This design comes from an exercise in tuning for small area and a short achievable clock period on the open sky130 flow, not from production work.
Power is estimated from default activity; no workload was simulated.

## before
==> flow/design.v <==
`default_nettype none
module fp32_add(
    input wire clk,
    input wire [31:0] a,
    input wire [31:0] b,
    input wire sub,
    input wire [2:0] rm,
    output wire [31:0] result,
    output wire nv,
    output wire of,
    output wire nx
);
    integer k;
    wire a_sign = a[31];
    wire b_sign = b[31] ^ sub;
    wire [7:0] a_exp = a[30:23];
    wire [7:0] b_exp = b[30:23];
    wire [22:0] a_frac = a[22:0];
    wire [22:0] b_frac = b[22:0];
    wire a_emax = &a_exp;
    wire b_emax = &b_exp;
    wire a_fz = ~|a_frac;
    wire b_fz = ~|b_frac;
    wire a_nan = a_emax & ~a_fz;
    wire b_nan = b_emax & ~b_fz;
    wire a_inf = a_emax & a_fz;
    wire b_inf = b_emax & b_fz;
    wire a_snan = a_nan & ~a_frac[22];
    wire b_snan = b_nan & ~b_frac[22];
    wire s0_is_sub = a_sign ^ b_sign;
    wire s0_inf_inf = s0_is_sub & a_inf & b_inf;
    wire s0_nv = a_snan | b_snan | s0_inf_inf;
    wire s0_nan = a_nan | b_nan | s0_inf_inf;
    wire s0_inf = ~s0_nan & (a_inf | b_inf);
    wire [1:0] s0_special = {s0_nan, s0_inf | s0_nv};
    wire a_hid = |a_exp;
    wire b_hid = |b_exp;
    wire [7:0] a_eeff = {a_exp[7:1], a_exp[0] | ~a_hid};
    wire [7:0] b_eeff = {b_exp[7:1], b_exp[0] | ~b_hid};
    wire [7:0] d_ab = a_eeff - b_eeff;
    wire [7:0] d_ba = b_eeff - a_eeff;
    wire swap = a[30:0] < b[30:0];
    wire [7:0] l_exp = swap ? b_exp : a_exp;
    wire [22:0] l_frac = swap ? b_frac : a_frac;
    wire [23:0] s_sig = swap ? {a_hid, a_frac} : {b_hid, b_frac};
    wire l_sign = swap ? b_sign : a_sign;
    wire [4:0] s0_off = swap ? d_ba[4:0] : d_ab[4:0];
    wire s0_far = swap ? |d_ba[7:5] : |d_ab[7:5];    
    reg r1_sign, r1_is_sub;
    reg [2:0] r1_rm;
    reg [1:0] r1_special;
    reg [7:0] r1_lexp;
    reg [22:0] r1_lfrac;
    reg [23:0] r1_ssig;
    reg [4:0] r1_off;
    reg r1_far;
    always @(posedge clk) begin
        r1_sign <= l_sign;
        r1_is_sub <= s0_is_sub;
        r1_rm <= rm;
        r1_special <= s0_special;
        r1_lexp <= l_exp;
        r1_lfrac <= l_frac;
        r1_ssig <= s_sig;
        r1_off <= s0_off;
        r1_far <= s0_far;
    end
    wire l_hid = |r1_lexp;
    wire [7:0] l_e = {r1_lexp[7:1], r1_lexp[0] | ~l_hid};
    wire [27:0] in1 = {1'b0, l_hid, r1_lfrac, 3'b000};
    wire [26:0] sh0 = {r1_ssig, 3'b000};
    wire [26:0] sh1 = r1_far ? 27'b0 : r1_off[4] ? {16'b0, sh0[26:16]} : sh0;
    wire [26:0] sh2 = r1_off[3] ? {8'b0, sh1[26:8]} : sh1;
    wire [26:0] sh3 = r1_off[2] ? {4'b0, sh2[26:4]} : sh2;
    wire [26:0] sh4 = r1_off[1] ? {2'b0, sh3[26:2]} : sh3;
    wire [26:0] sh5 = r1_off[0] ? {1'b0, sh4[26:1]} : sh4;
    reg [23:0] s_por;    
    reg [31:0] st_tab;
    always @* begin
        s_por[0] = r1_ssig[0];
        for (k = 1; k < 24; k = k + 1)
            s_por[k] = s_por[k-1] | r1_ssig[k];
        for (k = 0; k < 32; k = k + 1)
            st_tab[k] = (k < 3) ? 1'b0 : (k > 26) ? s_por[23] : s_por[k-3];
    end
    wire sticky = r1_far ? s_por[23] : st_tab[r1_off];
    wire [27:0] in2 = {1'b0, sh5[26:1], sticky};
    wire [27:0] in2x = in2 ^ {28{r1_is_sub}};
    wire [28:0] sum_c = {in1, 1'b1} + {in2x, r1_is_sub};
    wire [27:0] s1_sum = sum_c[28:1];
    wire [7:0] s1_exp = l_e + 8'd1;
    wire rdn = r1_rm == 3'b010;
    wire rup = r1_rm == 3'b011;
    wire rtz = r1_rm == 3'b001;
    wire rmm = r1_rm == 3'b100;
    wire s1_up = (rdn & r1_sign) | (rup & ~r1_sign);
    wire s1_dn = rtz | (rdn & ~r1_sign) | (rup & r1_sign);
    wire [1:0] s1_cls = {s1_up | rmm, s1_dn | rmm};
    wire s1_zsign = r1_is_sub ? rdn : r1_sign;
    reg r2_sign, r2_zsign;
    reg [1:0] r2_cls;
    reg [1:0] r2_special;
    reg [7:0] r2_exp;
    reg [27:0] r2_sum;
    always @(posedge clk) begin
        r2_sign <= r1_sign;
        r2_zsign <= s1_zsign;
        r2_cls <= s1_cls;
        r2_special <= r1_special;
        r2_exp <= s1_exp;
        r2_sum <= s1_sum;
    end
    wire e_small = ~|r2_exp[7:5];
    wire [3:0] pd_hi = {4{e_small}} & (4'b0001 << r2_exp[4:3]);
    wire [7:0] pd_lo = 8'b00000001 << r2_exp[2:0];
    reg [27:0] lim_mask;
    always @*
        for (k = 0; k < 28; k = k + 1)
            lim_mask[k] = pd_hi[(28 - k) >> 3] & pd_lo[(28 - k) & 7];
    wire [27:0] x = r2_sum | lim_mask;
    wire z4 = ~|x[27:12];
    wire [15:0] x4 = z4 ? x[11:0] << 4 : x[27:12];
    wire z3 = ~|x4[15:8];
    wire [7:0] x3 = z3 ? x4[7:0] : x4[15:8];
    wire z2 = ~|x3[7:4];
    wire [3:0] x2 = z2 ? x3[3:0] : x3[7:4];
    wire z1 = ~|x2[3:2];
    wire [1:0] x1 = z1 ? x2[1:0] : x2[3:2];
    wire z0 = ~x1[1];
    wire [4:0] lzc = {z4, z3, z2, z1, z0};
    wire [27:0] n4 = z4 ? {r2_sum[11:0], 16'b0} : r2_sum;
    wire [27:0] n3 = z3 ? {n4[19:0], 8'b0} : n4;
    wire [27:0] n2 = z2 ? {n3[23:0], 4'b0} : n3;
    wire [27:0] n1 = z1 ? {n2[25:0], 2'b0} : n2;
    wire [27:0] n0 = z0 ? {n1[26:0], 1'b0} : n1;
    wire c1 = r2_sum[27];
    wire c2 = ~r2_sum[27] & r2_sum[26];
    wire lsb = c1 ? r2_sum[4] : c2 ? r2_sum[3] : r2_sum[2];
    wire g = c1 ? r2_sum[3] : c2 ? r2_sum[2] : r2_sum[1];
    wire st = c1 ? |r2_sum[2:0] : c2 ? |r2_sum[1:0] : r2_sum[0];
    wire inexact = g | st;
    reg add_one;
    always @* begin
        case (r2_cls)
            2'd0: add_one = g & (lsb | st);
            2'd1: add_one = 1'b0;
            2'd2: add_one = g | st;
            default: add_one = g;
        endcase
    end
    wire sp_inf = r2_special == 2'b01;
    wire sp_nan = r2_special[1];
    wire sp = |r2_special;
    wire ovf = ~sp & c1 & (&r2_exp);           
    wire of_max = r2_cls == 2'd1;              
    wire zero_sign = ~|r2_sum;
    reg [7:0] s2_exp;
    reg [4:0] s2_lzc;
    reg [22:0] s2_frac;
    reg s2_msb;
    always @* begin
        s2_lzc = (sp | ovf | zero_sign) ? 5'd0 : lzc;
        s2_msb = sp | ovf | (~zero_sign & n0[27]);
        if (sp_nan) {s2_exp, s2_frac} = 31'h7fc00000;
        else if (sp_inf | (ovf & ~of_max)) {s2_exp, s2_frac} = 31'h7f800000;
        else if (ovf) {s2_exp, s2_frac} = 31'h7f7fffff;
        else {s2_exp, s2_frac} = {zero_sign ? 8'd1 : r2_exp, n0[26:4]};
    end
    wire s2_efe = ~sp & ((c1 & (r2_exp == 8'hfe)) | (c2 & (r2_exp == 8'hff)));
    wire w_ones = c1 ? &r2_sum[26:4] : c2 ? &r2_sum[25:3] : &r2_sum[24:2];
    wire w_lo_ones = c1 ? &r2_sum[15:4] : c2 ? &r2_sum[14:3] : &r2_sum[13:2];
    wire s2_inc = ~sp & ~ovf & add_one;
    reg r3_sign, r3_inc, r3_nx, r3_of, r3_nv, r3_efe, r3_carry, r3_lo_ones, r3_msb;
    reg [7:0] r3_exp;
    reg [4:0] r3_lzc;
    reg [22:0] r3_frac;
    always @(posedge clk) begin
        r3_sign <= ~sp_nan & (zero_sign ? r2_zsign : r2_sign);
        r3_inc <= s2_inc;
        r3_carry <= s2_inc & w_ones;
        r3_lo_ones <= w_lo_ones;
        r3_nx <= ~sp & (inexact | ovf);
        r3_of <= ovf;
        r3_nv <= r2_special == 2'b11;
        r3_exp <= s2_exp;
        r3_lzc <= s2_lzc;
        r3_msb <= s2_msb;
        r3_frac <= s2_frac;
        r3_efe <= s2_efe;
    end
    wire [11:0] frac_lo = r3_frac[11:0] + {11'b0, r3_inc};
    wire [10:0] frac_hi = r3_frac[22:12] + {10'b0, r3_inc & r3_lo_ones};
    wire [8:0] exp_c0x = {r3_exp, 1'b1} + {3'b111, ~r3_lzc, r3_msb};
    wire [7:0] exp_c0 = exp_c0x[8:1];
    wire [7:0] exp_c1 = r3_lzc[1] ? r3_exp - 8'd1 : r3_lzc[0] ? r3_exp : r3_exp + 8'd1;
    wire [7:0] exp_out = r3_carry ? exp_c1 : exp_c0;
    assign result = {r3_sign, exp_out, frac_hi, frac_lo};
    assign of = r3_of | (r3_efe & r3_carry);
    assign nx = r3_nx;
    assign nv = r3_nv;
endmodule
`default_nettype wire
==> flow/config.mk <==
export PLATFORM = sky130hd
export DESIGN_NAME = fp32_add
export DESIGN_NICKNAME = fp32_add
export VERILOG_FILES = /design/flow/design.v
export SDC_FILE = /design/flow/constraint.sdc
export NUM_CORES = 4
export LEC_CHECK = 0
export ABC_AREA = 1
export CAP_MARGIN = 20
export CORE_MARGIN = 2
export CORE_UTILIZATION = 40
export SETUP_SLACK_MARGIN = 2.5
export SLEW_MARGIN = 20
==> flow/constraint.sdc <==
create_clock -name core_clock -period 6.5 [get_ports {clk}]
set_input_delay 1.3000 -clock core_clock [delete_from_list [all_inputs] [get_ports {clk}]]
set_output_delay 1.3000 -clock core_clock [all_outputs]
set_load 0.01 [all_outputs]
standard.sh (not shown) runs the stock make flow with config.mk's settings and CLKGATE_MAP_FILE= SYNTH_SCRIPT=/design/flow/synth_recipe.tcl, a recipe that flattens the netlist after the stock synthesis.
==> flow/flow/run.sh <==
#!/bin/bash
# The standard layout, with plain buffers (sky130_fd_sc_hd__buf_1) on the ports instead of the
# delay cells that buffer_ports picks by default. Every port still gets its own buffer.
set -euo pipefail
export BUFFER_PORTS_ARGS="-buffer_cell sky130_fd_sc_hd__buf_1"
bash standard.sh > standard.log 2>&1
Both conditions hold for before: the flow ran to the end and the final layout passed the timing, design-rule and antenna checks.
--- input diff before..after ---
--- a/flow/design.v
+++ b/flow/design.v
@@ -43,5 +43,5 @@
     wire [7:0] l_exp = swap ? b_exp : a_exp;
     wire [22:0] l_frac = swap ? b_frac : a_frac;
-    wire [23:0] s_sig = swap ? {a_hid, a_frac} : {b_hid, b_frac};
+    wire [23:0] s_sig = (swap ? {a_hid, a_frac} : {b_hid, b_frac}) ^ {24{s0_is_sub}};
     wire l_sign = swap ? b_sign : a_sign;
     wire [4:0] s0_off = swap ? d_ba[4:0] : d_ab[4:0];
@@ -69,22 +69,17 @@
     wire [7:0] l_e = {r1_lexp[7:1], r1_lexp[0] | ~l_hid};
     wire [27:0] in1 = {1'b0, l_hid, r1_lfrac, 3'b000};
-    wire [26:0] sh0 = {r1_ssig, 3'b000};
-    wire [26:0] sh1 = r1_far ? 27'b0 : r1_off[4] ? {16'b0, sh0[26:16]} : sh0;
-    wire [26:0] sh2 = r1_off[3] ? {8'b0, sh1[26:8]} : sh1;
-    wire [26:0] sh3 = r1_off[2] ? {4'b0, sh2[26:4]} : sh2;
-    wire [26:0] sh4 = r1_off[1] ? {2'b0, sh3[26:2]} : sh3;
-    wire [26:0] sh5 = r1_off[0] ? {1'b0, sh4[26:1]} : sh4;
-    reg [23:0] s_por;    
-    reg [31:0] st_tab;
-    always @* begin
-        s_por[0] = r1_ssig[0];
-        for (k = 1; k < 24; k = k + 1)
-            s_por[k] = s_por[k-1] | r1_ssig[k];
-        for (k = 0; k < 32; k = k + 1)
-            st_tab[k] = (k < 3) ? 1'b0 : (k > 26) ? s_por[23] : s_por[k-3];
-    end
-    wire sticky = r1_far ? s_por[23] : st_tab[r1_off];
-    wire [27:0] in2 = {1'b0, sh5[26:1], sticky};
-    wire [27:0] in2x = in2 ^ {28{r1_is_sub}};
+    wire f = r1_is_sub;    
+    wire [26:0] sh0 = {r1_ssig, {3{f}}};
+    wire [26:0] sh1 = r1_far ? {27{f}} : r1_off[4] ? {{16{f}}, sh0[26:16]} : sh0;
+    wire [26:0] sh2 = r1_off[3] ? {{8{f}}, sh1[26:8]} : sh1;
+    wire [26:0] sh3 = r1_off[2] ? {{4{f}}, sh2[26:4]} : sh2;
+    wire [26:0] sh4 = r1_off[1] ? {{2{f}}, sh3[26:2]} : sh3;
+    wire [26:0] sh5 = r1_off[0] ? {f, sh4[26:1]} : sh4;
+    reg [23:0] smask;    
+    always @*
+        for (k = 0; k < 24; k = k + 1)
+            smask[k] = r1_far | (r1_off >= k + 3);
+    wire sticky = |((r1_ssig ^ {24{f}}) & smask);
+    wire [27:0] in2x = {f, sh5[26:1], sticky ^ f};
     wire [28:0] sum_c = {in1, 1'b1} + {in2x, r1_is_sub};
     wire [27:0] s1_sum = sum_c[28:1];
## What came out
Relative to before, via count normalized by instance count has increased by 0.055 in after.
On relative area change from synthesis to final layout: after sits below before.
Vias: after more than before
| core utilization | after vs before | 0.68 points lower |
Compared with before, in after power share of the sequential group rose 1.1 points, post-layout worst setup margin went up, cell area after layout lost 130 µm², portion of the clock cycle consumed by the worst path in the final layout lower, shortest clock period the worst path allows after layout went down by 0.11 ns.
Compared after vs before, and simple-gate area share of the yosys netlist is down in after.
What after reported for pin count of the biggest net entering global routing has to be multiplied by 1.5 to get the figure for before.
The first-pass GRT wire length number comes out lower for after vs before.
Function was not checked in any run of this note: the RTL went through the layout flow alone.

## static timing again, ports no longer ideal
Ports are ideal in the flow. The routed layouts listed here were re-timed in OpenROAD. Step 1 assumes that a clkbuf_16 drives the clock port and a buf_2 every other input. Step 2 also shifts input and output timing later by t, the mid clock arrival at the registers, as if the neighbouring blocks saw the same clock. Three values: no drivers, after step 1, after step 2; two values: the first two.
run | t, ns | slack for setup (ns) | hold WS [ns] | worst setup path after step 2 | slew at the worst register clock pin (ns)
before | 0.475 | 2.541 / 2.541 / 2.393 | 0.332 / 0.332 / 0.332 | input to register | 0.07 / 0.07
after | 0.474 | 2.653 / 2.681 / 2.207 | 0.338 / 0.338 / 0.338 | input to register | 0.07 / 0.07
After both steps every run listed still meets setup and hold. The setup slack of after, which loses most, moves by +0.028 ns with the drivers and by -0.446 ns with both steps.
